Background: an optimization exercise with open tools, aiming at small area and a short achievable clock period. Do not read the settings as production practice.
The RTL was checked by simulation tests, not by an equivalence proof against the original design.
No driver is modelled on the clock port, so clocking that relies on it looks cheaper here than on a real chip.

$ cat flow/flow/run.sh
#!/bin/bash
# Standard ORFS layout (standard.sh) with these changes:
# - no half-adder cells: extract_fa finds only full adders, half adders are
#   left to abc as plain gates (ha cells added to DONT_USE_CELLS);
# - port buffers of the smallest buffer cell;
# - every combinational cell set to its smallest size before the
#   floorplan's timing repair sizes up what the clock period needs
#   (flow/downsize.tcl);
PLATFORM_DONT_USE="sky130_fd_sc_hd__probe_p_8 sky130_fd_sc_hd__probec_p_8 sky130_fd_sc_hd__lpflow_bleeder_1 sky130_fd_sc_hd__lpflow_clkbufkapwr_1 sky130_fd_sc_hd__lpflow_clkbufkapwr_16 sky130_fd_sc_hd__lpflow_clkbufkapwr_2 sky130_fd_sc_hd__lpflow_clkbufkapwr_4 sky130_fd_sc_hd__lpflow_clkbufkapwr_8 sky130_fd_sc_hd__lpflow_clkinvkapwr_1 sky130_fd_sc_hd__lpflow_clkinvkapwr_16 sky130_fd_sc_hd__lpflow_clkinvkapwr_2 sky130_fd_sc_hd__lpflow_clkinvkapwr_4 sky130_fd_sc_hd__lpflow_clkinvkapwr_8 sky130_fd_sc_hd__lpflow_decapkapwr_12 sky130_fd_sc_hd__lpflow_decapkapwr_3 sky130_fd_sc_hd__lpflow_decapkapwr_4 sky130_fd_sc_hd__lpflow_decapkapwr_6 sky130_fd_sc_hd__lpflow_decapkapwr_8 sky130_fd_sc_hd__lpflow_inputiso0n_1 sky130_fd_sc_hd__lpflow_inputiso0p_1 sky130_fd_sc_hd__lpflow_inputiso1n_1 sky130_fd_sc_hd__lpflow_inputiso1p_1 sky130_fd_sc_hd__lpflow_inputisolatch_1 sky130_fd_sc_hd__lpflow_isobufsrc_1 sky130_fd_sc_hd__lpflow_isobufsrc_16 sky130_fd_sc_hd__lpflow_isobufsrc_2 sky130_fd_sc_hd__lpflow_isobufsrc_4 sky130_fd_sc_hd__lpflow_isobufsrc_8 sky130_fd_sc_hd__lpflow_isobufsrckapwr_16 sky130_fd_sc_hd__lpflow_lsbuf_lh_hl_isowell_tap_1 sky130_fd_sc_hd__lpflow_lsbuf_lh_hl_isowell_tap_2 sky130_fd_sc_hd__lpflow_lsbuf_lh_hl_isowell_tap_4 sky130_fd_sc_hd__lpflow_lsbuf_lh_isowell_4 sky130_fd_sc_hd__lpflow_lsbuf_lh_isowell_tap_1 sky130_fd_sc_hd__lpflow_lsbuf_lh_isowell_tap_2 sky130_fd_sc_hd__lpflow_lsbuf_lh_isowell_tap_4"
HA="sky130_fd_sc_hd__ha_1 sky130_fd_sc_hd__ha_2 sky130_fd_sc_hd__ha_4"
export BUFFER_PORTS_ARGS="-buffer_cell sky130_fd_sc_hd__buf_1"
export PRE_FLOORPLAN_TCL=$PWD/flow/downsize.tcl
export POST_CTS_TCL=$PWD/flow/skew2.tcl
export SKEW_STAGES="${SKEW_STAGES:-dlygate4sd1_1 dlygate4sd1_1 dlygate4sd1_1 dlygate4sd1_1 dlygate4sd1_1 dlygate4sd1_1 dlygate4sd1_1 dlygate4sd1_1}"
export SKEW_TAPBUF=${SKEW_TAPBUF:-clkbuf_8}
export SKEW_HOLD_MIN=${SKEW_HOLD_MIN:-0.05}
export SKEW_PAD_ALLOW=${SKEW_PAD_ALLOW:-1.0}
export SKEW_PAD_CELL=${SKEW_PAD_CELL:-dlygate4sd3_1}
export SKEW_REGS="${SKEW_REGS:-^p\\\\?\\[}"
bash standard.sh "DONT_USE_CELLS=$PLATFORM_DONT_USE $HA" finish > standard.log 2>&1
$ cat flow/flow/downsize.tcl
# Set every combinational cell to the smallest-area cell of its footprint
# (same function); the flow's repair steps then size up what timing needs.
set n 0
foreach inst [get_cells *] {
  set lc [get_lib_cells -of_objects $inst]
  set name [get_name $lc]
  if {![regexp {^(sky130_fd_sc_hd__[a-z0-9]+)_[0-9]+$} $name -> base]} { continue }
  if {[regexp {df|dl|sdf|tap|conb|clkbuf_16|decap|fill} $base]} { continue }
  set best $name
  set best_area [get_property $lc area]
  foreach c [get_lib_cells ${base}_*] {
    set cn [get_name $c]
    if {![regexp "^${base}_\[0-9\]+\$" $cn]} { continue }
    if {[info exists ::env(DONT_USE_CELLS)] && [lsearch -exact $::env(DONT_USE_CELLS) $cn] >= 0} { continue }
    if {[regexp {lpflow|probe} $cn]} { continue }
    set a [get_property $c area]
    if {$a < $best_area} { set best $cn; set best_area $a }
  }
  if {$best ne $name} {
    replace_cell $inst [get_lib_cells $best]
    incr n
  }
}
puts "downsize: replaced $n cells"
$ cat flow/flow/skew2.tcl
set block [ord::get_db_block]
set db [ord::get_db]
set stage_cells $::env(SKEW_STAGES)
set tapbuf $::env(SKEW_TAPBUF)
set regs_re $::env(SKEW_REGS)
set hold_min $::env(SKEW_HOLD_MIN)
set pad_allow $::env(SKEW_PAD_ALLOW)
set pad_cell $::env(SKEW_PAD_CELL)

set clk_port [$block findBTerm clk]
set root_net [$clk_port getNet]

set sinks {}
set sx 0; set sy 0
foreach inst [$block getInsts] {
  if {[regexp $regs_re [$inst getName]]} {
    lappend sinks $inst
    set loc [$inst getLocation]
    set sx [expr {$sx + [lindex $loc 0]}]
    set sy [expr {$sy + [lindex $loc 1]}]
  }
}
set n [llength $sinks]
if {$n == 0} { error "skew: no registers match $regs_re" }
set cx [expr {$sx / $n}]; set cy [expr {$sy / $n}]
set pl [$clk_port getBBox]
set px [expr {([$pl xMin] + [$pl xMax]) / 2}]
set py [expr {([$pl yMin] + [$pl yMax]) / 2}]

proc new_cell {cell name x y in_net} {
  set block [ord::get_db_block]
  set master [[ord::get_db] findMaster sky130_fd_sc_hd__$cell]
  if {$master eq "NULL"} { error "skew: no master $cell" }
  set inst [odb::dbInst_create $block $master $name]
  $inst setLocation [expr {int($x)}] [expr {int($y)}]
  $inst setPlacementStatus PLACED
  [$inst findITerm A] connect $in_net
  set out [odb::dbNet_create $block ${name}_net]
  $out setSigType CLOCK
  [$inst findITerm X] connect $out
  return [list $inst $out]
}

# chain and taps; tap j hangs after j stages
set taps {}
set prev $root_net
set len [llength $stage_cells]
for {set j 0} {$j <= $len} {incr j} {
  if {$j > 0} {
    set f [expr {double($j) / ($len + 1)}]
    lassign [new_cell [lindex $stage_cells [expr {$j - 1}]] skew_dly_$j \
      [expr {$px + ($cx - $px) * $f}] [expr {$py + ($cy - $py) * $f}] $prev] inst prev
  }
  lassign [new_cell $tapbuf skew_tap_$j $cx $cy $prev] tinst tnet
  lappend taps [list $tinst $tnet]
}
detailed_placement
estimate_parasitics -placement

proc reg_slacks {inst} {
  set name [$inst getName]
  set d [get_pins -of_objects [get_cells $name] -filter "direction == input"]
  set dpin ""
  foreach p $d { if {[get_property $p lib_pin_name] eq "D"} { set dpin $p } }
  set qpin ""
  foreach p [get_pins -of_objects [get_cells $name] -filter "direction == output"] { set qpin $p }
  return [list [get_property $dpin slack_max] [get_property $dpin slack_min] [get_property $qpin slack_max]]
}

set moved 0
foreach inst $sinks {
  set ck [$inst findITerm CLK]
  set orig [$ck getNet]
  lassign [reg_slacks $inst] s0 h0 o0
  set best_net $orig
  set best [expr {min($s0, $o0)}]
  set best_desc "tree"
  set j 0
  foreach t $taps {
    lassign $t tinst tnet
    $ck disconnect
    $ck connect $tnet
    estimate_parasitics -placement
    lassign [reg_slacks $inst] s h o
    set v [expr {min($s, $o)}]
    if {$h >= $hold_min - $pad_allow && $v > $best + 0.01} {
      set best $v; set best_net $tnet; set best_desc "tap $j"
    }
    incr j
  }
  $ck disconnect
  $ck connect $best_net
  puts "skew: [$inst getName] -> $best_desc (slack [format %.3f $best], was [format %.3f [expr {min($s0, $o0)}]])"
}

# make up missing hold slack on short paths: put a delay cell in front of the
# input pin, on the register's shortest path, that has the most setup slack
set ws [worst_slack -max]
puts "skew: worst setup slack after taps [format %.3f $ws]"
set npad 0
proc dpin_of {inst} {
  foreach p [get_pins -of_objects [get_cells [$inst getName]] -filter "direction == input"] {
    if {[get_property $p lib_pin_name] eq "D"} { return $p }
  }
}
set pad_master [$db findMaster sky130_fd_sc_hd__$pad_cell]
foreach inst $sinks {
  set dpin [dpin_of $inst]
  for {set it 0} {$it < 12} {incr it} {
    set h [get_property $dpin slack_min]
    if {$h >= $hold_min} { break }
    set path [lindex [find_timing_paths -path_delay min -to $dpin -group_path_count 1] 0]
    set cand ""; set cand_s -1e9
    foreach pt [get_property $path points] {
      set pin [get_property $pt pin]
      if {[get_property $pin direction] ne "input"} { continue }
      if {[get_property $pin is_clock]} { continue }
      set sm [get_property $pin slack_max]
      if {$sm > $cand_s + 0.05} { set cand $pin; set cand_s $sm }
    }
    if {$cand eq "" || $cand_s < $ws + 0.7} {
      puts "skew: [$inst getName] hold [format %.3f $h], no pin to pad"
      break
    }
    set iname [get_name [get_cells -of_objects $cand]]
    set pname [get_property $cand lib_pin_name]
    set oinst [$block findInst $iname]
    set it_ [$oinst findITerm $pname]
    set net [$it_ getNet]
    set pi [odb::dbInst_create $block $pad_master skew_pad_$npad]
    set loc [$oinst getLocation]
    $pi setLocation [lindex $loc 0] [lindex $loc 1]
    $pi setPlacementStatus PLACED
    set nn [odb::dbNet_create $block skew_pad_${npad}_net]
    $it_ disconnect
    [$pi findITerm A] connect $net
    [$pi findITerm X] connect $nn
    $it_ connect $nn
    incr npad
    estimate_parasitics -placement
    puts "skew: [$inst getName] hold [format %.3f $h]: pad before $iname/$pname (setup slack [format %.3f $cand_s])"
  }
}
puts "skew: $npad pad cells"
# drop unused taps and chain ends, and clock buffers left without loads
set changed 1
while {$changed} {
  set changed 0
  foreach inst [$block getInsts] {
    set x [$inst findITerm X]
    if {$x eq "NULL"} { continue }
    set mname [[$inst getMaster] getName]
    if {![regexp {clkbuf|dlygate|clkdlybuf} $mname]} { continue }
    set net [$x getNet]
    if {$net eq "NULL"} { continue }
    if {[llength [$net getITerms]] == 1 && [llength [$net getBTerms]] == 0} {
      puts "skew: removing unloaded [$inst getName]"
      odb::dbInst_destroy $inst
      odb::dbNet_destroy $net
      set changed 1
    }
  }
}
detailed_placement
estimate_parasitics -placement
report_worst_slack -max
report_worst_slack -min
repair_timing_helper
detailed_placement
check_placement -verbose
estimate_parasitics -placement
report_worst_slack -max
report_worst_slack -min
$ cat flow/standard.sh
#!/bin/bash
# synth_recipe.tcl (not shown) runs the flow's synth.tcl, then flattens the netlist and writes it again
# the make line also repeats each setting of config.mk as NAME=value (left out here)
make -C /OpenROAD-flow-scripts/flow DESIGN_CONFIG=/design/flow/config.mk WORK_HOME=/design/flow/orfs CLKGATE_MAP_FILE= SYNTH_SCRIPT=/design/flow/synth_recipe.tcl "${@:-finish}"
$ cat flow/config.mk
export PLATFORM = sky130hd
export DESIGN_NAME = booth_mult_top
export DESIGN_NICKNAME = booth_mult_top
export VERILOG_FILES = /design/flow/design.v
export SDC_FILE = /design/flow/constraint.sdc
export NUM_CORES = 4
export LEC_CHECK = 0
export CAP_MARGIN = 20
export CORE_MARGIN = 2
export CORE_UTILIZATION = 40
export SETUP_SLACK_MARGIN = 3
export SLEW_MARGIN = 20
export SYNTH_HIERARCHICAL = 1
$ cat flow/constraint.sdc
create_clock -name core_clock -period 8.5 [get_ports {clk}]
set_input_delay 1.7000 -clock core_clock [delete_from_list [all_inputs] [get_ports {clk}]]
set_output_delay 1.7000 -clock core_clock [all_outputs]
set_load 0.01 [all_outputs]
$ cat flow/design.v
module booth_mult_top (
  input  wire        clk,
  input  wire [15:0] x,
  input  wire [15:0] y,
  output reg  [31:0] p
);
  reg  [15:0] x_q, y_q;
  wire [31:0] p_d;
  always @(posedge clk) begin
    x_q <= x;
    y_q <= y;
    p   <= p_d;
  end
  booth_mult u_mult (.p(p_d), .x(x_q), .y(y_q));
endmodule

module booth_mult (p, x, y);
input  [15:0] x, y;
output [31:0] p;
wire one0;
wire two0;
wire neg0;
wire pp0_0;
wire pp0_1;
wire pp0_2;
wire pp0_3;
wire pp0_4;
wire pp0_5;
wire pp0_6;
wire pp0_7;
wire pp0_8;
wire pp0_9;
wire pp0_10;
wire pp0_11;
wire pp0_12;
wire pp0_13;
wire pp0_14;
wire pp0_15;
wire pp0_16;
wire nneg0_16;
wire one1;
wire two1;
wire neg1;
wire pp1_0;
wire pp1_1;
wire pp1_2;
wire pp1_3;
wire pp1_4;
wire pp1_5;
wire pp1_6;
wire pp1_7;
wire pp1_8;
wire pp1_9;
wire pp1_10;
wire pp1_11;
wire pp1_12;
wire pp1_13;
wire pp1_14;
wire pp1_15;
wire pp1_16;
wire nneg1_16;
wire one2;
wire two2;
wire neg2;
wire pp2_0;
wire pp2_1;
wire pp2_2;
wire pp2_3;
wire pp2_4;
wire pp2_5;
wire pp2_6;
wire pp2_7;
wire pp2_8;
wire pp2_9;
wire pp2_10;
wire pp2_11;
wire pp2_12;
wire pp2_13;
wire pp2_14;
wire pp2_15;
wire pp2_16;
wire nneg2_16;
wire one3;
wire two3;
wire neg3;
wire pp3_0;
wire pp3_1;
wire pp3_2;
wire pp3_3;
wire pp3_4;
wire pp3_5;
wire pp3_6;
wire pp3_7;
wire pp3_8;
wire pp3_9;
wire pp3_10;
wire pp3_11;
wire pp3_12;
wire pp3_13;
wire pp3_14;
wire pp3_15;
wire pp3_16;
wire nneg3_16;
wire one4;
wire two4;
wire neg4;
wire pp4_0;
wire pp4_1;
wire pp4_2;
wire pp4_3;
wire pp4_4;
wire pp4_5;
wire pp4_6;
wire pp4_7;
wire pp4_8;
wire pp4_9;
wire pp4_10;
wire pp4_11;
wire pp4_12;
wire pp4_13;
wire pp4_14;
wire pp4_15;
wire pp4_16;
wire nneg4_16;
wire one5;
wire two5;
wire neg5;
wire pp5_0;
wire pp5_1;
wire pp5_2;
wire pp5_3;
wire pp5_4;
wire pp5_5;
wire pp5_6;
wire pp5_7;
wire pp5_8;
wire pp5_9;
wire pp5_10;
wire pp5_11;
wire pp5_12;
wire pp5_13;
wire pp5_14;
wire pp5_15;
wire pp5_16;
wire nneg5_16;
wire one6;
wire two6;
wire neg6;
wire pp6_0;
wire pp6_1;
wire pp6_2;
wire pp6_3;
wire pp6_4;
wire pp6_5;
wire pp6_6;
wire pp6_7;
wire pp6_8;
wire pp6_9;
wire pp6_10;
wire pp6_11;
wire pp6_12;
wire pp6_13;
wire pp6_14;
wire pp6_15;
wire pp6_16;
wire nneg6_16;
wire one7;
wire two7;
wire neg7;
wire pp7_0;
wire pp7_1;
wire pp7_2;
wire pp7_3;
wire pp7_4;
wire pp7_5;
wire pp7_6;
wire pp7_7;
wire pp7_8;
wire pp7_9;
wire pp7_10;
wire pp7_11;
wire pp7_12;
wire pp7_13;
wire pp7_14;
wire pp7_15;
wire pp7_16;
wire nneg7_16;
wire s1;
wire c2;
wire s3;
wire c4;
wire s5;
wire c6;
wire s7;
wire c8;
wire s9;
wire c10;
wire s11;
wire c12;
wire s13;
wire c14;
wire s15;
wire c16;
wire s17;
wire c18;
wire s19;
wire c20;
wire s21;
wire c22;
wire s23;
wire c24;
wire s25;
wire c26;
wire s27;
wire c28;
wire s29;
wire c30;
wire s31;
wire c32;
wire s33;
wire c34;
wire s35;
wire c36;
wire s37;
wire c38;
wire s39;
wire c40;
wire s41;
wire c42;
wire s43;
wire c44;
wire s45;
wire c46;
wire s47;
wire c48;
wire s49;
wire c50;
wire s51;
wire c52;
wire s53;
wire c54;
wire s55;
wire c56;
wire s57;
wire c58;
wire s59;
wire c60;
wire s61;
wire c62;
wire s63;
wire c64;
wire s65;
wire c66;
wire s67;
wire c68;
wire s69;
wire c70;
wire s71;
wire c72;
wire s73;
wire c74;
wire s75;
wire c76;
wire s77;
wire c78;
wire s79;
wire c80;
wire s81;
wire c82;
wire s83;
wire c84;
wire s85;
wire c86;
wire s87;
wire c88;
wire s89;
wire c90;
wire s91;
wire c92;
wire s93;
wire c94;
wire s95;
wire c96;
wire s97;
wire c98;
wire s99;
wire c100;
wire s101;
wire c102;
wire s103;
wire c104;
wire s105;
wire c106;
wire s107;
wire c108;
wire s109;
wire c110;
wire s111;
wire c112;
wire s113;
wire c114;
wire s115;
wire c116;
wire s117;
wire c118;
wire s119;
wire c120;
wire s121;
wire c122;
wire s123;
wire c124;
wire s125;
wire c126;
wire s127;
wire c128;
wire s129;
wire c130;
wire s131;
wire c132;
wire s133;
wire c134;
wire s135;
wire c136;
wire s137;
wire c138;
wire s139;
wire c140;
wire s141;
wire c142;
wire s143;
wire c144;
wire s145;
wire c146;
wire s147;
wire c148;
wire s149;
wire c150;
wire s151;
wire c152;
wire s153;
wire c154;
wire s155;
wire c156;
wire s157;
wire c158;
wire s159;
wire c160;
wire s161;
wire c162;
wire s163;
wire c164;
wire s165;
wire c166;
wire s167;
wire c168;
wire s169;
wire c170;
wire s171;
wire c172;
wire s173;
wire c174;
wire s175;
wire c176;
wire s177;
wire c178;
wire s179;
wire c180;
wire s181;
wire c182;
wire s183;
wire c184;
wire s185;
wire c186;
wire s187;
wire c188;
wire s189;
wire c190;
wire s191;
wire c192;
wire s193;
wire c194;
wire s195;
wire c196;
wire s197;
wire c198;
wire s199;
wire c200;
wire s201;
wire c202;
wire s203;
wire c204;
wire s205;
wire c206;
wire s207;
wire c208;
wire s209;
wire c210;
wire s211;
wire c212;
wire s213;
wire c214;
wire s215;
wire c216;
wire s217;
wire c218;
wire s219;
wire c220;
wire s221;
wire c222;
wire s223;
wire c224;
mbenc ue0 (.y2(y[1]), .y1(y[0]), .y0(1'b0), .one(one0), .two(two0), .neg(neg0));
assign pp0_0 = ((x[0] & one0) | (1'b0 & two0)) ^ neg0;
mbpp up0_1 (.a(x[1]), .b(x[0]), .one(one0), .two(two0), .neg(neg0), .pp(pp0_1));
mbpp up0_2 (.a(x[2]), .b(x[1]), .one(one0), .two(two0), .neg(neg0), .pp(pp0_2));
mbpp up0_3 (.a(x[3]), .b(x[2]), .one(one0), .two(two0), .neg(neg0), .pp(pp0_3));
mbpp up0_4 (.a(x[4]), .b(x[3]), .one(one0), .two(two0), .neg(neg0), .pp(pp0_4));
mbpp up0_5 (.a(x[5]), .b(x[4]), .one(one0), .two(two0), .neg(neg0), .pp(pp0_5));
mbpp up0_6 (.a(x[6]), .b(x[5]), .one(one0), .two(two0), .neg(neg0), .pp(pp0_6));
mbpp up0_7 (.a(x[7]), .b(x[6]), .one(one0), .two(two0), .neg(neg0), .pp(pp0_7));
mbpp up0_8 (.a(x[8]), .b(x[7]), .one(one0), .two(two0), .neg(neg0), .pp(pp0_8));
mbpp up0_9 (.a(x[9]), .b(x[8]), .one(one0), .two(two0), .neg(neg0), .pp(pp0_9));
mbpp up0_10 (.a(x[10]), .b(x[9]), .one(one0), .two(two0), .neg(neg0), .pp(pp0_10));
mbpp up0_11 (.a(x[11]), .b(x[10]), .one(one0), .two(two0), .neg(neg0), .pp(pp0_11));
mbpp up0_12 (.a(x[12]), .b(x[11]), .one(one0), .two(two0), .neg(neg0), .pp(pp0_12));
mbpp up0_13 (.a(x[13]), .b(x[12]), .one(one0), .two(two0), .neg(neg0), .pp(pp0_13));
mbpp up0_14 (.a(x[14]), .b(x[13]), .one(one0), .two(two0), .neg(neg0), .pp(pp0_14));
mbpp up0_15 (.a(x[15]), .b(x[14]), .one(one0), .two(two0), .neg(neg0), .pp(pp0_15));
assign nneg0_16 = ~neg0;
mbpp up0_16 (.a(x[15]), .b(x[15]), .one(one0), .two(two0), .neg(nneg0_16), .pp(pp0_16));
mbenc ue1 (.y2(y[3]), .y1(y[2]), .y0(y[1]), .one(one1), .two(two1), .neg(neg1));
assign pp1_0 = ((x[0] & one1) | (1'b0 & two1)) ^ neg1;
mbpp up1_1 (.a(x[1]), .b(x[0]), .one(one1), .two(two1), .neg(neg1), .pp(pp1_1));
mbpp up1_2 (.a(x[2]), .b(x[1]), .one(one1), .two(two1), .neg(neg1), .pp(pp1_2));
mbpp up1_3 (.a(x[3]), .b(x[2]), .one(one1), .two(two1), .neg(neg1), .pp(pp1_3));
mbpp up1_4 (.a(x[4]), .b(x[3]), .one(one1), .two(two1), .neg(neg1), .pp(pp1_4));
mbpp up1_5 (.a(x[5]), .b(x[4]), .one(one1), .two(two1), .neg(neg1), .pp(pp1_5));
mbpp up1_6 (.a(x[6]), .b(x[5]), .one(one1), .two(two1), .neg(neg1), .pp(pp1_6));
mbpp up1_7 (.a(x[7]), .b(x[6]), .one(one1), .two(two1), .neg(neg1), .pp(pp1_7));
mbpp up1_8 (.a(x[8]), .b(x[7]), .one(one1), .two(two1), .neg(neg1), .pp(pp1_8));
mbpp up1_9 (.a(x[9]), .b(x[8]), .one(one1), .two(two1), .neg(neg1), .pp(pp1_9));
mbpp up1_10 (.a(x[10]), .b(x[9]), .one(one1), .two(two1), .neg(neg1), .pp(pp1_10));
mbpp up1_11 (.a(x[11]), .b(x[10]), .one(one1), .two(two1), .neg(neg1), .pp(pp1_11));
mbpp up1_12 (.a(x[12]), .b(x[11]), .one(one1), .two(two1), .neg(neg1), .pp(pp1_12));
mbpp up1_13 (.a(x[13]), .b(x[12]), .one(one1), .two(two1), .neg(neg1), .pp(pp1_13));
mbpp up1_14 (.a(x[14]), .b(x[13]), .one(one1), .two(two1), .neg(neg1), .pp(pp1_14));
mbpp up1_15 (.a(x[15]), .b(x[14]), .one(one1), .two(two1), .neg(neg1), .pp(pp1_15));
assign nneg1_16 = ~neg1;
mbpp up1_16 (.a(x[15]), .b(x[15]), .one(one1), .two(two1), .neg(nneg1_16), .pp(pp1_16));
mbenc ue2 (.y2(y[5]), .y1(y[4]), .y0(y[3]), .one(one2), .two(two2), .neg(neg2));
assign pp2_0 = ((x[0] & one2) | (1'b0 & two2)) ^ neg2;
mbpp up2_1 (.a(x[1]), .b(x[0]), .one(one2), .two(two2), .neg(neg2), .pp(pp2_1));
mbpp up2_2 (.a(x[2]), .b(x[1]), .one(one2), .two(two2), .neg(neg2), .pp(pp2_2));
mbpp up2_3 (.a(x[3]), .b(x[2]), .one(one2), .two(two2), .neg(neg2), .pp(pp2_3));
mbpp up2_4 (.a(x[4]), .b(x[3]), .one(one2), .two(two2), .neg(neg2), .pp(pp2_4));
mbpp up2_5 (.a(x[5]), .b(x[4]), .one(one2), .two(two2), .neg(neg2), .pp(pp2_5));
mbpp up2_6 (.a(x[6]), .b(x[5]), .one(one2), .two(two2), .neg(neg2), .pp(pp2_6));
mbpp up2_7 (.a(x[7]), .b(x[6]), .one(one2), .two(two2), .neg(neg2), .pp(pp2_7));
mbpp up2_8 (.a(x[8]), .b(x[7]), .one(one2), .two(two2), .neg(neg2), .pp(pp2_8));
mbpp up2_9 (.a(x[9]), .b(x[8]), .one(one2), .two(two2), .neg(neg2), .pp(pp2_9));
mbpp up2_10 (.a(x[10]), .b(x[9]), .one(one2), .two(two2), .neg(neg2), .pp(pp2_10));
mbpp up2_11 (.a(x[11]), .b(x[10]), .one(one2), .two(two2), .neg(neg2), .pp(pp2_11));
mbpp up2_12 (.a(x[12]), .b(x[11]), .one(one2), .two(two2), .neg(neg2), .pp(pp2_12));
mbpp up2_13 (.a(x[13]), .b(x[12]), .one(one2), .two(two2), .neg(neg2), .pp(pp2_13));
mbpp up2_14 (.a(x[14]), .b(x[13]), .one(one2), .two(two2), .neg(neg2), .pp(pp2_14));
mbpp up2_15 (.a(x[15]), .b(x[14]), .one(one2), .two(two2), .neg(neg2), .pp(pp2_15));
assign nneg2_16 = ~neg2;
mbpp up2_16 (.a(x[15]), .b(x[15]), .one(one2), .two(two2), .neg(nneg2_16), .pp(pp2_16));
mbenc ue3 (.y2(y[7]), .y1(y[6]), .y0(y[5]), .one(one3), .two(two3), .neg(neg3));
assign pp3_0 = ((x[0] & one3) | (1'b0 & two3)) ^ neg3;
mbpp up3_1 (.a(x[1]), .b(x[0]), .one(one3), .two(two3), .neg(neg3), .pp(pp3_1));
mbpp up3_2 (.a(x[2]), .b(x[1]), .one(one3), .two(two3), .neg(neg3), .pp(pp3_2));
mbpp up3_3 (.a(x[3]), .b(x[2]), .one(one3), .two(two3), .neg(neg3), .pp(pp3_3));
mbpp up3_4 (.a(x[4]), .b(x[3]), .one(one3), .two(two3), .neg(neg3), .pp(pp3_4));
mbpp up3_5 (.a(x[5]), .b(x[4]), .one(one3), .two(two3), .neg(neg3), .pp(pp3_5));
mbpp up3_6 (.a(x[6]), .b(x[5]), .one(one3), .two(two3), .neg(neg3), .pp(pp3_6));
mbpp up3_7 (.a(x[7]), .b(x[6]), .one(one3), .two(two3), .neg(neg3), .pp(pp3_7));
mbpp up3_8 (.a(x[8]), .b(x[7]), .one(one3), .two(two3), .neg(neg3), .pp(pp3_8));
mbpp up3_9 (.a(x[9]), .b(x[8]), .one(one3), .two(two3), .neg(neg3), .pp(pp3_9));
mbpp up3_10 (.a(x[10]), .b(x[9]), .one(one3), .two(two3), .neg(neg3), .pp(pp3_10));
mbpp up3_11 (.a(x[11]), .b(x[10]), .one(one3), .two(two3), .neg(neg3), .pp(pp3_11));
mbpp up3_12 (.a(x[12]), .b(x[11]), .one(one3), .two(two3), .neg(neg3), .pp(pp3_12));
mbpp up3_13 (.a(x[13]), .b(x[12]), .one(one3), .two(two3), .neg(neg3), .pp(pp3_13));
mbpp up3_14 (.a(x[14]), .b(x[13]), .one(one3), .two(two3), .neg(neg3), .pp(pp3_14));
mbpp up3_15 (.a(x[15]), .b(x[14]), .one(one3), .two(two3), .neg(neg3), .pp(pp3_15));
assign nneg3_16 = ~neg3;
mbpp up3_16 (.a(x[15]), .b(x[15]), .one(one3), .two(two3), .neg(nneg3_16), .pp(pp3_16));
mbenc ue4 (.y2(y[9]), .y1(y[8]), .y0(y[7]), .one(one4), .two(two4), .neg(neg4));
assign pp4_0 = ((x[0] & one4) | (1'b0 & two4)) ^ neg4;
mbpp up4_1 (.a(x[1]), .b(x[0]), .one(one4), .two(two4), .neg(neg4), .pp(pp4_1));
mbpp up4_2 (.a(x[2]), .b(x[1]), .one(one4), .two(two4), .neg(neg4), .pp(pp4_2));
mbpp up4_3 (.a(x[3]), .b(x[2]), .one(one4), .two(two4), .neg(neg4), .pp(pp4_3));
mbpp up4_4 (.a(x[4]), .b(x[3]), .one(one4), .two(two4), .neg(neg4), .pp(pp4_4));
mbpp up4_5 (.a(x[5]), .b(x[4]), .one(one4), .two(two4), .neg(neg4), .pp(pp4_5));
mbpp up4_6 (.a(x[6]), .b(x[5]), .one(one4), .two(two4), .neg(neg4), .pp(pp4_6));
mbpp up4_7 (.a(x[7]), .b(x[6]), .one(one4), .two(two4), .neg(neg4), .pp(pp4_7));
mbpp up4_8 (.a(x[8]), .b(x[7]), .one(one4), .two(two4), .neg(neg4), .pp(pp4_8));
mbpp up4_9 (.a(x[9]), .b(x[8]), .one(one4), .two(two4), .neg(neg4), .pp(pp4_9));
mbpp up4_10 (.a(x[10]), .b(x[9]), .one(one4), .two(two4), .neg(neg4), .pp(pp4_10));
mbpp up4_11 (.a(x[11]), .b(x[10]), .one(one4), .two(two4), .neg(neg4), .pp(pp4_11));
mbpp up4_12 (.a(x[12]), .b(x[11]), .one(one4), .two(two4), .neg(neg4), .pp(pp4_12));
mbpp up4_13 (.a(x[13]), .b(x[12]), .one(one4), .two(two4), .neg(neg4), .pp(pp4_13));
mbpp up4_14 (.a(x[14]), .b(x[13]), .one(one4), .two(two4), .neg(neg4), .pp(pp4_14));
mbpp up4_15 (.a(x[15]), .b(x[14]), .one(one4), .two(two4), .neg(neg4), .pp(pp4_15));
assign nneg4_16 = ~neg4;
mbpp up4_16 (.a(x[15]), .b(x[15]), .one(one4), .two(two4), .neg(nneg4_16), .pp(pp4_16));
mbenc ue5 (.y2(y[11]), .y1(y[10]), .y0(y[9]), .one(one5), .two(two5), .neg(neg5));
assign pp5_0 = ((x[0] & one5) | (1'b0 & two5)) ^ neg5;
mbpp up5_1 (.a(x[1]), .b(x[0]), .one(one5), .two(two5), .neg(neg5), .pp(pp5_1));
mbpp up5_2 (.a(x[2]), .b(x[1]), .one(one5), .two(two5), .neg(neg5), .pp(pp5_2));
mbpp up5_3 (.a(x[3]), .b(x[2]), .one(one5), .two(two5), .neg(neg5), .pp(pp5_3));
mbpp up5_4 (.a(x[4]), .b(x[3]), .one(one5), .two(two5), .neg(neg5), .pp(pp5_4));
mbpp up5_5 (.a(x[5]), .b(x[4]), .one(one5), .two(two5), .neg(neg5), .pp(pp5_5));
mbpp up5_6 (.a(x[6]), .b(x[5]), .one(one5), .two(two5), .neg(neg5), .pp(pp5_6));
mbpp up5_7 (.a(x[7]), .b(x[6]), .one(one5), .two(two5), .neg(neg5), .pp(pp5_7));
mbpp up5_8 (.a(x[8]), .b(x[7]), .one(one5), .two(two5), .neg(neg5), .pp(pp5_8));
mbpp up5_9 (.a(x[9]), .b(x[8]), .one(one5), .two(two5), .neg(neg5), .pp(pp5_9));
mbpp up5_10 (.a(x[10]), .b(x[9]), .one(one5), .two(two5), .neg(neg5), .pp(pp5_10));
mbpp up5_11 (.a(x[11]), .b(x[10]), .one(one5), .two(two5), .neg(neg5), .pp(pp5_11));
mbpp up5_12 (.a(x[12]), .b(x[11]), .one(one5), .two(two5), .neg(neg5), .pp(pp5_12));
mbpp up5_13 (.a(x[13]), .b(x[12]), .one(one5), .two(two5), .neg(neg5), .pp(pp5_13));
mbpp up5_14 (.a(x[14]), .b(x[13]), .one(one5), .two(two5), .neg(neg5), .pp(pp5_14));
mbpp up5_15 (.a(x[15]), .b(x[14]), .one(one5), .two(two5), .neg(neg5), .pp(pp5_15));
assign nneg5_16 = ~neg5;
mbpp up5_16 (.a(x[15]), .b(x[15]), .one(one5), .two(two5), .neg(nneg5_16), .pp(pp5_16));
mbenc ue6 (.y2(y[13]), .y1(y[12]), .y0(y[11]), .one(one6), .two(two6), .neg(neg6));
assign pp6_0 = ((x[0] & one6) | (1'b0 & two6)) ^ neg6;
mbpp up6_1 (.a(x[1]), .b(x[0]), .one(one6), .two(two6), .neg(neg6), .pp(pp6_1));
mbpp up6_2 (.a(x[2]), .b(x[1]), .one(one6), .two(two6), .neg(neg6), .pp(pp6_2));
mbpp up6_3 (.a(x[3]), .b(x[2]), .one(one6), .two(two6), .neg(neg6), .pp(pp6_3));
mbpp up6_4 (.a(x[4]), .b(x[3]), .one(one6), .two(two6), .neg(neg6), .pp(pp6_4));
mbpp up6_5 (.a(x[5]), .b(x[4]), .one(one6), .two(two6), .neg(neg6), .pp(pp6_5));
mbpp up6_6 (.a(x[6]), .b(x[5]), .one(one6), .two(two6), .neg(neg6), .pp(pp6_6));
mbpp up6_7 (.a(x[7]), .b(x[6]), .one(one6), .two(two6), .neg(neg6), .pp(pp6_7));
mbpp up6_8 (.a(x[8]), .b(x[7]), .one(one6), .two(two6), .neg(neg6), .pp(pp6_8));
mbpp up6_9 (.a(x[9]), .b(x[8]), .one(one6), .two(two6), .neg(neg6), .pp(pp6_9));
mbpp up6_10 (.a(x[10]), .b(x[9]), .one(one6), .two(two6), .neg(neg6), .pp(pp6_10));
mbpp up6_11 (.a(x[11]), .b(x[10]), .one(one6), .two(two6), .neg(neg6), .pp(pp6_11));
mbpp up6_12 (.a(x[12]), .b(x[11]), .one(one6), .two(two6), .neg(neg6), .pp(pp6_12));
mbpp up6_13 (.a(x[13]), .b(x[12]), .one(one6), .two(two6), .neg(neg6), .pp(pp6_13));
mbpp up6_14 (.a(x[14]), .b(x[13]), .one(one6), .two(two6), .neg(neg6), .pp(pp6_14));
mbpp up6_15 (.a(x[15]), .b(x[14]), .one(one6), .two(two6), .neg(neg6), .pp(pp6_15));
assign nneg6_16 = ~neg6;
mbpp up6_16 (.a(x[15]), .b(x[15]), .one(one6), .two(two6), .neg(nneg6_16), .pp(pp6_16));
mbenc ue7 (.y2(y[15]), .y1(y[14]), .y0(y[13]), .one(one7), .two(two7), .neg(neg7));
assign pp7_0 = ((x[0] & one7) | (1'b0 & two7)) ^ neg7;
mbpp up7_1 (.a(x[1]), .b(x[0]), .one(one7), .two(two7), .neg(neg7), .pp(pp7_1));
mbpp up7_2 (.a(x[2]), .b(x[1]), .one(one7), .two(two7), .neg(neg7), .pp(pp7_2));
mbpp up7_3 (.a(x[3]), .b(x[2]), .one(one7), .two(two7), .neg(neg7), .pp(pp7_3));
mbpp up7_4 (.a(x[4]), .b(x[3]), .one(one7), .two(two7), .neg(neg7), .pp(pp7_4));
mbpp up7_5 (.a(x[5]), .b(x[4]), .one(one7), .two(two7), .neg(neg7), .pp(pp7_5));
mbpp up7_6 (.a(x[6]), .b(x[5]), .one(one7), .two(two7), .neg(neg7), .pp(pp7_6));
mbpp up7_7 (.a(x[7]), .b(x[6]), .one(one7), .two(two7), .neg(neg7), .pp(pp7_7));
mbpp up7_8 (.a(x[8]), .b(x[7]), .one(one7), .two(two7), .neg(neg7), .pp(pp7_8));
mbpp up7_9 (.a(x[9]), .b(x[8]), .one(one7), .two(two7), .neg(neg7), .pp(pp7_9));
mbpp up7_10 (.a(x[10]), .b(x[9]), .one(one7), .two(two7), .neg(neg7), .pp(pp7_10));
mbpp up7_11 (.a(x[11]), .b(x[10]), .one(one7), .two(two7), .neg(neg7), .pp(pp7_11));
mbpp up7_12 (.a(x[12]), .b(x[11]), .one(one7), .two(two7), .neg(neg7), .pp(pp7_12));
mbpp up7_13 (.a(x[13]), .b(x[12]), .one(one7), .two(two7), .neg(neg7), .pp(pp7_13));
mbpp up7_14 (.a(x[14]), .b(x[13]), .one(one7), .two(two7), .neg(neg7), .pp(pp7_14));
mbpp up7_15 (.a(x[15]), .b(x[14]), .one(one7), .two(two7), .neg(neg7), .pp(pp7_15));
assign nneg7_16 = ~neg7;
mbpp up7_16 (.a(x[15]), .b(x[15]), .one(one7), .two(two7), .neg(nneg7_16), .pp(pp7_16));
mha us1 (.a(neg5), .b(pp0_10), .s(s1), .co(c2));
mha us3 (.a(pp0_11), .b(pp1_9), .s(s3), .co(c4));
mfa us5 (.a(neg6), .b(pp0_12), .c(pp1_10), .s(s5), .co(c6));
mha us7 (.a(pp2_8), .b(pp3_6), .s(s7), .co(c8));
mfa us9 (.a(pp0_13), .b(pp1_11), .c(pp2_9), .s(s9), .co(c10));
mha us11 (.a(pp3_7), .b(pp4_5), .s(s11), .co(c12));
mfa us13 (.a(neg7), .b(pp0_14), .c(pp1_12), .s(s13), .co(c14));
mfa us15 (.a(pp2_10), .b(pp3_8), .c(pp4_6), .s(s15), .co(c16));
mha us17 (.a(pp5_4), .b(pp6_2), .s(s17), .co(c18));
mfa us19 (.a(pp0_15), .b(pp1_13), .c(pp2_11), .s(s19), .co(c20));
mfa us21 (.a(pp3_9), .b(pp4_7), .c(pp5_5), .s(s21), .co(c22));
mha us23 (.a(pp6_3), .b(pp7_1), .s(s23), .co(c24));
assign s25 = ~(pp0_16 ^ pp1_14);
assign c26 = pp0_16 | pp1_14;
mfa us27 (.a(pp2_12), .b(pp3_10), .c(pp4_8), .s(s27), .co(c28));
mfa us29 (.a(pp5_6), .b(pp6_4), .c(pp7_2), .s(s29), .co(c30));
assign s31 = ~(pp1_15 ^ pp2_13);
assign c32 = pp1_15 | pp2_13;
mfa us33 (.a(pp3_11), .b(pp4_9), .c(pp5_7), .s(s33), .co(c34));
mha us35 (.a(pp6_5), .b(pp7_3), .s(s35), .co(c36));
mfa us37 (.a(pp1_16), .b(pp2_14), .c(pp3_12), .s(s37), .co(c38));
mfa us39 (.a(pp4_10), .b(pp5_8), .c(pp6_6), .s(s39), .co(c40));
assign s41 = ~(pp2_15 ^ pp3_13);
assign c42 = pp2_15 | pp3_13;
mha us43 (.a(pp4_11), .b(pp5_9), .s(s43), .co(c44));
mfa us45 (.a(pp2_16), .b(pp3_14), .c(pp4_12), .s(s45), .co(c46));
mha us47 (.a(1'b1), .b(pp3_15), .s(s47), .co(c48));
mha us49 (.a(neg3), .b(pp0_6), .s(s49), .co(c50));
mha us51 (.a(pp0_7), .b(pp1_5), .s(s51), .co(c52));
mfa us53 (.a(neg4), .b(pp0_8), .c(pp1_6), .s(s53), .co(c54));
mha us55 (.a(pp2_4), .b(pp3_2), .s(s55), .co(c56));
mfa us57 (.a(pp0_9), .b(pp1_7), .c(pp2_5), .s(s57), .co(c58));
mha us59 (.a(pp3_3), .b(pp4_1), .s(s59), .co(c60));
mfa us61 (.a(pp1_8), .b(pp2_6), .c(pp3_4), .s(s61), .co(c62));
mfa us63 (.a(pp4_2), .b(pp5_0), .c(s1), .s(s63), .co(c64));
mfa us65 (.a(pp2_7), .b(pp3_5), .c(pp4_3), .s(s65), .co(c66));
mfa us67 (.a(pp5_1), .b(c2), .c(s3), .s(s67), .co(c68));
mfa us69 (.a(pp4_4), .b(pp5_2), .c(pp6_0), .s(s69), .co(c70));
mfa us71 (.a(c4), .b(s7), .c(s5), .s(s71), .co(c72));
mfa us73 (.a(pp5_3), .b(pp6_1), .c(c8), .s(s73), .co(c74));
mfa us75 (.a(s11), .b(c6), .c(s9), .s(s75), .co(c76));
mfa us77 (.a(pp7_0), .b(c12), .c(s17), .s(s77), .co(c78));
mfa us79 (.a(c10), .b(s13), .c(s15), .s(s79), .co(c80));
mfa us81 (.a(c18), .b(s23), .c(c14), .s(s81), .co(c82));
mfa us83 (.a(c16), .b(s19), .c(s21), .s(s83), .co(c84));
mfa us85 (.a(c24), .b(c20), .c(c22), .s(s85), .co(c86));
mfa us87 (.a(s25), .b(s27), .c(s29), .s(s87), .co(c88));
mfa us89 (.a(s35), .b(c26), .c(c28), .s(s89), .co(c90));
mfa us91 (.a(c30), .b(s31), .c(s33), .s(s91), .co(c92));
mfa us93 (.a(pp7_4), .b(c36), .c(c32), .s(s93), .co(c94));
mfa us95 (.a(c34), .b(s37), .c(s39), .s(s95), .co(c96));
mfa us97 (.a(pp6_7), .b(pp7_5), .c(s43), .s(s97), .co(c98));
mfa us99 (.a(c38), .b(c40), .c(s41), .s(s99), .co(c100));
mfa us101 (.a(pp5_10), .b(pp6_8), .c(pp7_6), .s(s101), .co(c102));
mfa us103 (.a(c44), .b(c42), .c(s45), .s(s103), .co(c104));
mfa us105 (.a(pp4_13), .b(pp5_11), .c(pp6_9), .s(s105), .co(c106));
mfa us107 (.a(pp7_7), .b(s47), .c(c46), .s(s107), .co(c108));
mfa us109 (.a(pp3_16), .b(pp4_14), .c(pp5_12), .s(s109), .co(c110));
mfa us111 (.a(pp6_10), .b(pp7_8), .c(c48), .s(s111), .co(c112));
assign s113 = ~(pp4_15 ^ pp5_13);
assign c114 = pp4_15 | pp5_13;
mha us115 (.a(pp6_11), .b(pp7_9), .s(s115), .co(c116));
mfa us117 (.a(pp4_16), .b(pp5_14), .c(pp6_12), .s(s117), .co(c118));
mha us119 (.a(1'b1), .b(pp5_15), .s(s119), .co(c120));
mha us121 (.a(neg2), .b(pp0_4), .s(s121), .co(c122));
mha us123 (.a(pp0_5), .b(pp1_3), .s(s123), .co(c124));
mfa us125 (.a(pp1_4), .b(pp2_2), .c(pp3_0), .s(s125), .co(c126));
mfa us127 (.a(pp2_3), .b(pp3_1), .c(c50), .s(s127), .co(c128));
mfa us129 (.a(pp4_0), .b(c52), .c(s55), .s(s129), .co(c130));
mfa us131 (.a(c56), .b(s59), .c(c54), .s(s131), .co(c132));
mfa us133 (.a(c60), .b(c58), .c(s61), .s(s133), .co(c134));
mfa us135 (.a(c62), .b(s65), .c(c64), .s(s135), .co(c136));
mfa us137 (.a(c66), .b(s69), .c(c68), .s(s137), .co(c138));
mfa us139 (.a(c70), .b(s73), .c(c72), .s(s139), .co(c140));
mfa us141 (.a(c74), .b(s77), .c(c76), .s(s141), .co(c142));
mfa us143 (.a(c78), .b(c80), .c(s81), .s(s143), .co(c144));
mfa us145 (.a(c82), .b(c84), .c(s85), .s(s145), .co(c146));
mfa us147 (.a(c86), .b(c88), .c(s89), .s(s147), .co(c148));
mfa us149 (.a(c90), .b(c92), .c(s93), .s(s149), .co(c150));
mfa us151 (.a(s97), .b(c94), .c(c96), .s(s151), .co(c152));
mfa us153 (.a(s101), .b(c98), .c(c100), .s(s153), .co(c154));
mfa us155 (.a(c102), .b(s105), .c(c104), .s(s155), .co(c156));
mfa us157 (.a(c106), .b(s109), .c(s111), .s(s157), .co(c158));
mfa us159 (.a(s115), .b(c110), .c(s113), .s(s159), .co(c160));
mfa us161 (.a(pp7_10), .b(c116), .c(c114), .s(s161), .co(c162));
mfa us163 (.a(pp6_13), .b(pp7_11), .c(s119), .s(s163), .co(c164));
mfa us165 (.a(pp5_16), .b(pp6_14), .c(pp7_12), .s(s165), .co(c166));
mha us167 (.a(1'b1), .b(pp6_15), .s(s167), .co(c168));
mha us169 (.a(neg1), .b(pp0_2), .s(s169), .co(c170));
mha us171 (.a(pp0_3), .b(pp1_1), .s(s171), .co(c172));
mfa us173 (.a(pp1_2), .b(pp2_0), .c(s121), .s(s173), .co(c174));
mfa us175 (.a(pp2_1), .b(c122), .c(s123), .s(s175), .co(c176));
mfa us177 (.a(c124), .b(s49), .c(s125), .s(s177), .co(c178));
mfa us179 (.a(s51), .b(c126), .c(s127), .s(s179), .co(c180));
mfa us181 (.a(s53), .b(c128), .c(s129), .s(s181), .co(c182));
mfa us183 (.a(s57), .b(c130), .c(s131), .s(s183), .co(c184));
mfa us185 (.a(s63), .b(c132), .c(s133), .s(s185), .co(c186));
mfa us187 (.a(s67), .b(c134), .c(s135), .s(s187), .co(c188));
mfa us189 (.a(s71), .b(c136), .c(s137), .s(s189), .co(c190));
mfa us191 (.a(s75), .b(c138), .c(s139), .s(s191), .co(c192));
mfa us193 (.a(s79), .b(c140), .c(s141), .s(s193), .co(c194));
mfa us195 (.a(s83), .b(c142), .c(s143), .s(s195), .co(c196));
mfa us197 (.a(s87), .b(c144), .c(s145), .s(s197), .co(c198));
mfa us199 (.a(s91), .b(c146), .c(s147), .s(s199), .co(c200));
mfa us201 (.a(s95), .b(c148), .c(s149), .s(s201), .co(c202));
mfa us203 (.a(s99), .b(c150), .c(s151), .s(s203), .co(c204));
mfa us205 (.a(s103), .b(c152), .c(s153), .s(s205), .co(c206));
mfa us207 (.a(s107), .b(c154), .c(s155), .s(s207), .co(c208));
mfa us209 (.a(c108), .b(s157), .c(c156), .s(s209), .co(c210));
mfa us211 (.a(c112), .b(s159), .c(c158), .s(s211), .co(c212));
mfa us213 (.a(s117), .b(c160), .c(s161), .s(s213), .co(c214));
mfa us215 (.a(c118), .b(s163), .c(c162), .s(s215), .co(c216));
mfa us217 (.a(c120), .b(s165), .c(c164), .s(s217), .co(c218));
mfa us219 (.a(pp7_13), .b(s167), .c(c166), .s(s219), .co(c220));
mfa us221 (.a(pp6_16), .b(pp7_14), .c(c168), .s(s221), .co(c222));
mha us223 (.a(1'b1), .b(pp7_15), .s(s223), .co(c224));
wire [31:0] ra = {1'b1, pp7_16, s223, s221, s219, s217, s215, s213, s211, s209, s207, s205, s203, s201, s199, s197, s195, s193, s191, s189, s187, s185, s183, s181, s179, s177, s175, s173, s171, pp1_0, pp0_1, neg0};
wire [31:0] rb = {1'b0, c224, c222, c220, c218, c216, c214, c212, c210, c208, c206, c204, c202, c200, c198, c196, c194, c192, c190, c188, c186, c184, c182, c180, c178, c176, c174, c172, c170, s169, 1'b0, pp0_0};
assign p = ra + rb;
endmodule
module mfa (a, b, c, s, co);
input a, b, c;
output s, co;
assign s = a ^ b ^ c;
assign co = (a & b) | (a & c) | (b & c);
endmodule
module mbenc (y2, y1, y0, one, two, neg);
input y2, y1, y0;
output one, two, neg;
assign one = y1 ^ y0;
assign two = (y2 & ~y1 & ~y0) | (~y2 & y1 & y0);
assign neg = y2;
endmodule
module mbpp (a, b, one, two, neg, pp);
input a, b, one, two, neg;
output pp;
assign pp = ((a & one) | (b & two)) ^ neg;
endmodule
module mha (a, b, s, co);
input a, b;
output s, co;
assign s = a ^ b;
assign co = a & b;
endmodule
==> results.json, run 1 <==
{
  "finalCriticalPeriod_ns": 4.27,
  "drt_first_pass_iters": 7,
  "portBuffers": 64,
  "drv_cap": 0,
  "status": "finished clean",
  "die_y_microns": 141,
  "hold_viol": 0,
  "ant_nets": 0,
  "via_per_inst": 5.65,
  "grt_max_degree": 25,
  "num_rows": 50,
  "end_kind": "flop",
  "start_util": 0.406,
  "path_class": "flop to flop",
  "gp_congestion": 0.833,
  "grt.total_usage": 0.253,
  "grt_pass1_wl_microns": 39100,
  "r2r_slack_ns": 4.23,
  "post-route-cell-area_sq_um": 10600,
  "crit_fanout": 16,
  "fin_crit_sh": 0.502,
  "cts_tree": "built",
  "r2r_cells": 16,
  "finalClockSkew_ns": 1.41,
  "dp_hpwl_microns": 14600,
  "cp.arrival_ns": 5.96,
  "worst_setup_path_start_kind": "flop",
  "layout-drive-gt1-share": 0.269,
  "worst_slack_ns": 4.23,
  "detail_route.iter0.violations": 617,
  "setup-tns-final_ns": 0,
  "grt_pass1_vias": 7086,
  "hp-class": "flop to flop",
  "drc": 0,
  "syn_inst": 772,
  "grt_overflow": 0,
  "r2r-start": "x_q[13]$_DFF_P_",
  "num_vias": 6923,
  "tightest_slew_ns": 0.793,
  "die-area_sq_um": 20000,
  "slew_viol_final": 0,
  "clock.fmax_ghz": 0.234,
  "critPathLaunch": "x_q[13]$_DFF_P_",
  "endpoint": "p[25]$_DFF_P_",
  "rsz0062_at_grt": "false",
  "postPlaceCellArea_sq_um": 8640,
  "clk_pin_slew_ns": 0.08,
  "antenna_found_initial": 1,
  "worstPathRequired_ns": 10.19,
  "cts.sinks": 64,
  "clock_latency_ns": 1.75,
  "holdWs_ns": 0.216,
  "setup_viol": 0,
  "maxSlewHeadroom": 0.471,
  "yosys_warnings": 7,
  "wirelength_microns": 24400,
  "core_area_sq_um": 18600,
  "wl_per_cell_microns": 19.9,
  "nNetsFinal": 1105,
  "place_ws_ns": 1.89,
  "reg2reg_to": "p[25]$_DFF_P_",
  "ios": 65,
  "die_w_microns": 141
}
-- registers in the layout (all words and copies together) (netlist names) --
name  flops
p        32
x_q      16
y_q      16
-- worst min-delay path by stage --
stage / start / endpoint / slack, ns / cells after the start
5_1_grt: y_q[13]$_DFF_P_ / p[28]$_DFF_P_ / 0.22 / 7
6_report: y_q[13]$_DFF_P_ / p[30]$_DFF_P_ / 0.22 / 7
3_3_place_gp: y_q[1]$_DFF_P_ / p[1]$_DFF_P_ / 0.72 / 2
3_5_place_dp: y_q[1]$_DFF_P_ / p[1]$_DFF_P_ / 0.72 / 2
2_1_floorplan: x_q[0]$_DFF_P_ / p[0]$_DFF_P_ / 0.76 / 3
-- metrics by stage --
stage,util,std cells
2_1_floorplan,-,781
3_3_place_gp,0.465,1060
3_5_place_dp,0.465,1060
5_1_grt,0.573,1225
6_report,0.573,1225
-- final cells by class, without the clock buffers --
| type | count | area [sq um] |
|---|---|---|
| antenna | 1 | 2.50 |
| buffer | 43 | 447 |
| clock inverter | 6 | 43.8 |
| fill | 1600 | 7940 |
| inverter | 13 | 48.8 |
| multi-input combinational | 685 | 6920 |
| sequential | 64 | 1330 |
| tap | 234 | 293 |
| timing repair buffer | 169 | 1310 |
-- worst max-delay path: stages (launching register included) --
cell      delay, ns
dfxtp_1        0.82
a22oi_1        0.22
xnor2_1        0.19
fa_1           0.52
fa_1           0.43
fa_1           0.52
fa_2           0.50
maj3_2         0.37
a21oi_1        0.13
o21ai_1        0.11
maj3_1         0.37
o21ai_2        0.14
o31ai_2        0.11
maj3_1         0.40
maj3_2         0.36
a221oi_2       0.27
xor2_1         0.16
-- metal layers --
metal	GRT usage	up-vias	routed length [microns]
li1	-	3184	-
met1	0.341	3339	10500
met2	0.393	334	10900
met3	0.0587	66	2080
met4	0.107	0	929
met5	0	-	0
-- cells in the final DEF, fill, tap and decap left out, types with 9 or more instances in the layout --
cell type,instances
and2_0,21
inv_1,13
a22oi_2,20
conb_1,11
xnor2_1,169
a22oi_1,108
buf_4,76
a31oi_1,10
a21oi_1,22
fa_1,66
buf_1,64
clkbuf_16,9
dfxtp_2,14
xor2_1,40
buf_12,16
maj3_1,13
dfxtp_4,9
buf_6,9
dfxtp_1,41
fa_2,21
dlygate4sd3_1,32
nand2_1,21
nor2_1,23
xor2_4,9
==> run 2, diff against run 1 <==
==> flow/flow/run.sh (replaced) <==
#!/bin/bash
# Standard ORFS layout (standard.sh) with these changes:
# - port buffers of the smallest buffer cell;
# - every combinational cell set to its smallest size before the
#   floorplan's timing repair sizes up what the clock period needs
#   (flow/downsize.tcl);
export BUFFER_PORTS_ARGS="-buffer_cell sky130_fd_sc_hd__buf_1"
export PRE_FLOORPLAN_TCL=$PWD/flow/downsize.tcl
export POST_CTS_TCL=$PWD/flow/skew3.tcl
export SKEW_STAGES="${SKEW_STAGES:-dlygate4sd1_1 dlygate4sd1_1 dlygate4sd1_1 dlygate4sd1_1 dlygate4sd1_1 dlygate4sd1_1 dlygate4sd1_1 dlygate4sd1_1}"
export SKEW_TAPBUF=${SKEW_TAPBUF:-clkbuf_8}
export SKEW_HOLD_MIN=${SKEW_HOLD_MIN:-0.05}
export SKEW_PAD_ALLOW=${SKEW_PAD_ALLOW:-1.0}
export SKEW_SLACK_GIVE=${SKEW_SLACK_GIVE:-0.05}
export SKEW_PAD_CELL=${SKEW_PAD_CELL:-dlygate4sd3_1}
export SKEW_REGS="${SKEW_REGS:-^p\\\\?\\[}"
bash standard.sh finish > standard.log 2>&1
==> flow/flow/skew3.tcl (new file) <==
set block [ord::get_db_block]
set db [ord::get_db]
set stage_cells $::env(SKEW_STAGES)
set tapbuf $::env(SKEW_TAPBUF)
set regs_re $::env(SKEW_REGS)
set hold_min $::env(SKEW_HOLD_MIN)
set pad_allow $::env(SKEW_PAD_ALLOW)
set pad_cell $::env(SKEW_PAD_CELL)

set clk_port [$block findBTerm clk]
set root_net [$clk_port getNet]

set sinks {}
set sx 0; set sy 0
foreach inst [$block getInsts] {
  if {[regexp $regs_re [$inst getName]]} {
    lappend sinks $inst
    set loc [$inst getLocation]
    set sx [expr {$sx + [lindex $loc 0]}]
    set sy [expr {$sy + [lindex $loc 1]}]
  }
}
set n [llength $sinks]
if {$n == 0} { error "skew: no registers match $regs_re" }
set cx [expr {$sx / $n}]; set cy [expr {$sy / $n}]
set pl [$clk_port getBBox]
set px [expr {([$pl xMin] + [$pl xMax]) / 2}]
set py [expr {([$pl yMin] + [$pl yMax]) / 2}]

proc new_cell {cell name x y in_net} {
  set block [ord::get_db_block]
  set master [[ord::get_db] findMaster sky130_fd_sc_hd__$cell]
  if {$master eq "NULL"} { error "skew: no master $cell" }
  set inst [odb::dbInst_create $block $master $name]
  $inst setLocation [expr {int($x)}] [expr {int($y)}]
  $inst setPlacementStatus PLACED
  [$inst findITerm A] connect $in_net
  set out [odb::dbNet_create $block ${name}_net]
  $out setSigType CLOCK
  [$inst findITerm X] connect $out
  return [list $inst $out]
}

# chain and taps; tap j hangs after j stages
set taps {}
set prev $root_net
set len [llength $stage_cells]
for {set j 0} {$j <= $len} {incr j} {
  if {$j > 0} {
    set f [expr {double($j) / ($len + 1)}]
    lassign [new_cell [lindex $stage_cells [expr {$j - 1}]] skew_dly_$j \
      [expr {$px + ($cx - $px) * $f}] [expr {$py + ($cy - $py) * $f}] $prev] inst prev
  }
  lassign [new_cell $tapbuf skew_tap_$j $cx $cy $prev] tinst tnet
  lappend taps [list $tinst $tnet]
}
detailed_placement
estimate_parasitics -placement

proc reg_slacks {inst} {
  set name [$inst getName]
  set d [get_pins -of_objects [get_cells $name] -filter "direction == input"]
  set dpin ""
  foreach p $d { if {[get_property $p lib_pin_name] eq "D"} { set dpin $p } }
  set qpin ""
  foreach p [get_pins -of_objects [get_cells $name] -filter "direction == output"] { set qpin $p }
  return [list [get_property $dpin slack_max] [get_property $dpin slack_min] [get_property $qpin slack_max]]
}

# slacks of every register at every tap (tap -1: the CTS tree)
array set S {}
foreach inst $sinks {
  set ck [$inst findITerm CLK]
  set orig [$ck getNet]
  set nm [$inst getName]
  set S($nm,nets) [list $orig]
  lassign [reg_slacks $inst] s h o
  set S($nm,vals) [list [list $s $h $o]]
  foreach t $taps {
    lassign $t tinst tnet
    $ck disconnect
    $ck connect $tnet
    estimate_parasitics -placement
    lappend S($nm,nets) $tnet
    lappend S($nm,vals) [list {*}[reg_slacks $inst]]
  }
  $ck disconnect
  $ck connect $orig
}
estimate_parasitics -placement
# the slack every register can reach (hold made up by pads within pad_allow)
set V 1e9
foreach inst $sinks {
  set nm [$inst getName]
  set b -1e9
  foreach v $S($nm,vals) {
    lassign $v s h o
    if {$h >= $hold_min - $pad_allow} { set b [expr {max($b, min($s, $o))}] }
  }
  set V [expr {min($V, $b)}]
}
set V [expr {$V - $::env(SKEW_SLACK_GIVE)}]
puts "skew: slack every register can reach: [format %.3f $V]"
# each register: the earliest clock that reaches V without pads, else the
# one that reaches V with the most hold slack
foreach inst $sinks {
  set nm [$inst getName]
  set choice -1
  set i 0
  foreach v $S($nm,vals) {
    lassign $v s h o
    if {min($s, $o) >= $V && $h >= $hold_min} { set choice $i; break }
    incr i
  }
  if {$choice < 0} {
    set bh -1e9; set i 0
    foreach v $S($nm,vals) {
      lassign $v s h o
      if {min($s, $o) >= $V && $h > $bh} { set bh $h; set choice $i }
      incr i
    }
  }
  if {$choice < 0} { set choice 0 }
  set ck [$inst findITerm CLK]
  $ck disconnect
  $ck connect [lindex $S($nm,nets) $choice]
  lassign [lindex $S($nm,vals) $choice] s h o
  puts "skew: $nm -> [expr {$choice == 0 ? "tree" : "tap [expr {$choice - 1}]"}] setup [format %.3f $s] out [format %.3f $o] hold [format %.3f $h]"
}
estimate_parasitics -placement
# make up missing hold slack on short paths: put a delay cell in front of the
# input pin, on the register's shortest path, that has the most setup slack
set ws [worst_slack -max]
puts "skew: worst setup slack after taps [format %.3f $ws]"
set npad 0
proc dpin_of {inst} {
  foreach p [get_pins -of_objects [get_cells [$inst getName]] -filter "direction == input"] {
    if {[get_property $p lib_pin_name] eq "D"} { return $p }
  }
}
set pad_master [$db findMaster sky130_fd_sc_hd__$pad_cell]
foreach inst $sinks {
  set dpin [dpin_of $inst]
  for {set it 0} {$it < 12} {incr it} {
    set h [get_property $dpin slack_min]
    if {$h >= $hold_min} { break }
    set path [lindex [find_timing_paths -path_delay min -to $dpin -group_path_count 1] 0]
    set cand ""; set cand_s -1e9
    foreach pt [get_property $path points] {
      set pin [get_property $pt pin]
      if {[get_property $pin direction] ne "input"} { continue }
      if {[get_property $pin is_clock]} { continue }
      set sm [get_property $pin slack_max]
      if {$sm > $cand_s + 0.05} { set cand $pin; set cand_s $sm }
    }
    if {$cand eq "" || $cand_s < $ws + 0.6} {
      puts "skew: [$inst getName] hold [format %.3f $h], no pin to pad"
      break
    }
    set iname [get_name [get_cells -of_objects $cand]]
    set pname [get_property $cand lib_pin_name]
    set oinst [$block findInst $iname]
    set it_ [$oinst findITerm $pname]
    set net [$it_ getNet]
    set pi [odb::dbInst_create $block $pad_master skew_pad_$npad]
    set loc [$oinst getLocation]
    $pi setLocation [lindex $loc 0] [lindex $loc 1]
    $pi setPlacementStatus PLACED
    set nn [odb::dbNet_create $block skew_pad_${npad}_net]
    $it_ disconnect
    [$pi findITerm A] connect $net
    [$pi findITerm X] connect $nn
    $it_ connect $nn
    incr npad
    estimate_parasitics -placement
    puts "skew: [$inst getName] hold [format %.3f $h]: pad before $iname/$pname (setup slack [format %.3f $cand_s])"
  }
}
puts "skew: $npad pad cells"
# drop unused taps and chain ends, and clock buffers left without loads
set changed 1
while {$changed} {
  set changed 0
  foreach inst [$block getInsts] {
    set x [$inst findITerm X]
    if {$x eq "NULL"} { continue }
    set mname [[$inst getMaster] getName]
    if {![regexp {clkbuf|dlygate|clkdlybuf} $mname]} { continue }
    set net [$x getNet]
    if {$net eq "NULL"} { continue }
    if {[llength [$net getITerms]] == 1 && [llength [$net getBTerms]] == 0} {
      puts "skew: removing unloaded [$inst getName]"
      odb::dbInst_destroy $inst
      odb::dbNet_destroy $net
      set changed 1
    }
  }
}
detailed_placement
estimate_parasitics -placement
report_worst_slack -max
report_worst_slack -min
repair_timing_helper
detailed_placement
check_placement -verbose
estimate_parasitics -placement
report_worst_slack -max
report_worst_slack -min
removed: flow/flow/skew2.tcl
==> run 2 against run 1 <==
Global-route usage decreased by 3.3 points. Critical endpoint is now p[16]$_DFF_P_. Hold slack got worse by 0.055 ns. Worst setup slack improved by 0.11 ns. Clock skew increased by 0.034 ns. Still clean on timing, DRC and antenna. Register-to-register slack improved by 0.11 ns.
==> results.json, run 2 <==
{
  "antenna_found_initial": 2,
  "clock_latency_ns": 1.79,
  "detail_route.iter0.violations": 593,
  "cts.sinks": 64,
  "reg2reg_to": "p[16]$_DFF_P_",
  "tightest_slew_ns": 0.879,
  "n_antenna_cell": 0,
  "layout-drive-gt1-share": 0.0544,
  "cts_tree": "built",
  "die_w_microns": 143,
  "dp.cells": 1096,
  "num_rows": 50,
  "grt_max_degree": 25,
  "ios": 65,
  "largest_register_ffs": 32,
  "place_ws_ns": 1.88,
  "maxSlewHeadroom": 0.414,
  "reg.largest.list": "p: 32 flops, x_q: 16 flops, y_q: 16 flops",
  "cp_num_buf_inv": 0,
  "drc": 0,
  "endpoint": "p[16]$_DFF_P_",
  "portBuffers": 64,
  "r2r_slack_ns": 4.34,
  "fin_crit_sh": 0.490,
  "dp_hpwl_microns": 15200,
  "cp_num_cells": 14,
  "grt_pass1_vias": 6345,
  "path_class": "flop to flop",
  "setup_viol": 0,
  "status": "finished clean",
  "critPathLaunch": "y_q[3]$_DFF_P_",
  "yosys_warnings": 7,
  "finalCriticalPeriod_ns": 4.16,
  "instances_no_fill": 1134,
  "cp_slowest_cell": "dfxtp_4",
  "fin_util": 0.477,
  "gp_congestion": 0.838,
  "syn_inst": 790,
  "worst_setup_path_start_kind": "flop",
  "grt.total_usage": 0.221,
  "ant_nets": 0,
  "end_kind": "flop",
  "nNetsFinal": 1071,
  "layout_common_cells": "xnor2_1, a22oi_1, fa_1",
  "crit_fanout": 23,
  "holdWs_ns": 0.162,
  "wirelength_microns": 21800,
  "rsz0062_at_grt": "false",
  "mostFrequentLayoutCell": "xnor2_1",
  "grt_overflow": 0,
  "core_area_sq_um": 18800,
  "hp-class": "flop to flop",
  "die-area_sq_um": 20300,
  "setup-tns-final_ns": 0,
  "crit_path_max_incr_delay_ns": 0.58,
  "r2r-start": "y_q[3]$_DFF_P_",
  "finalClockSkew_ns": 1.45,
  "worst_slack_ns": 4.34,
  "via_per_inst": 5.74,
  "slew_viol_final": 0,
  "postPlaceCellArea_sq_um": 8320,
  "r2r_cells": 14,
  "post-route-cell-area_sq_um": 8950,
  "start_util": 0.409,
  "crit_chain": "nand2b_1, o22ai_2, a22oi_1, xnor2_1, fa_1, fa_1, fa_1, ha_1, nand2_1, nor3_1, a21oi_1, a211oi_1, nor2_1, xnor2_1",
  "hold_viol": 0,
  "clk_pin_slew_ns": 0.10,
  "grt_pass1_wl_microns": 34700,
  "num_vias": 6507,
  "crit_family": "adder cells",
  "cp.arrival_ns": 5.01,
  "fill_cells": 1809,
  "wl_per_cell_microns": 19.3,
  "worstPathRequired_ns": 9.35,
  "drv_cap": 0,
  "top_register": "p",
  "path_common_cell": "fa_1",
  "drt_first_pass_iters": 6,
  "die_y_microns": 143,
  "clock.fmax_ghz": 0.240
}
[run 2: layout make-up, without the clock buffers]
class                      instances  area (sq um)  share of cell area
timing repair buffer              82           375              0.0419
sequential                        64          1290               0.144
inverter                          34           128              0.0143
tap                              234           293              0.0327
buffer                            22           230              0.0257
clock inverter                     7           125              0.0140
multi-input combinational        682          6290               0.702
[run 2: metal layers]
layer	track usage	up-vias	routed length, microns
li1	-	3070	-
met1	0.311	3105	10300
met2	0.328	292	9280
met3	0.0592	38	1730
met4	0.0719	2	512
met5	0	-	10
[run 2: worst min-delay path by stage]
stage / depth (start not counted) / slack, ns / from / endpoint
finish: 6 / 0.16 / y_q[13]$_DFF_P_ / p[31]$_DFF_P_
global route: 7 / 0.27 / y_q[15]$_DFF_P_ / p[27]$_DFF_P_
detailed placement: 3 / 0.89 / x_q[0]$_DFF_P_ / p[0]$_DFF_P_
global placement: 3 / 0.89 / x_q[0]$_DFF_P_ / p[0]$_DFF_P_
floorplan: 4 / 0.83 / x_q[0]$_DFF_P_ / p[0]$_DFF_P_
[run 2: tightest hold or removal path, stage by stage, from the launching register on]
cell,delay [ns]
dfxtp_1,0.29
buf_4,0.24
xnor2_1,0.21
ha_1,0.16
fa_1,0.19
ha_1,0.31
a41oi_1,0.14

-- separate check: timing with driven ports --
The results above use ideal ports. As a check the final layouts listed here were re-extracted and re-timed, cells and wires unchanged. Step 1 (the two cells are an assumption about what drives the block):
set clk [get_ports {clk}]
set_driving_cell -lib_cell sky130_fd_sc_hd__clkbuf_16 $clk
set_driving_cell -lib_cell sky130_fd_sc_hd__buf_2 [delete_from_list [all_inputs] $clk]
Step 2, shift: input delay + t, output delay - t, t = (earliest + latest rising clock arrival at the registers) / 2. This alone moves slack from input paths to output paths. a / b / c = ideal / step 1 / step 2; a / b = the first two.
run	t (ns)	setup slack, ns	clock arrival spread, ns	pins driven straight from the clock port
run 1	0.991	4.230 / 4.230 / 4.230	1.632 / 1.632	3
run 2	1.111	4.338 / 4.339 / 4.339	1.447 / 1.447	2
In run 1 and run 2 the clock reaches the registers at very different times; t lies between them, and the last value is a rough guide only.
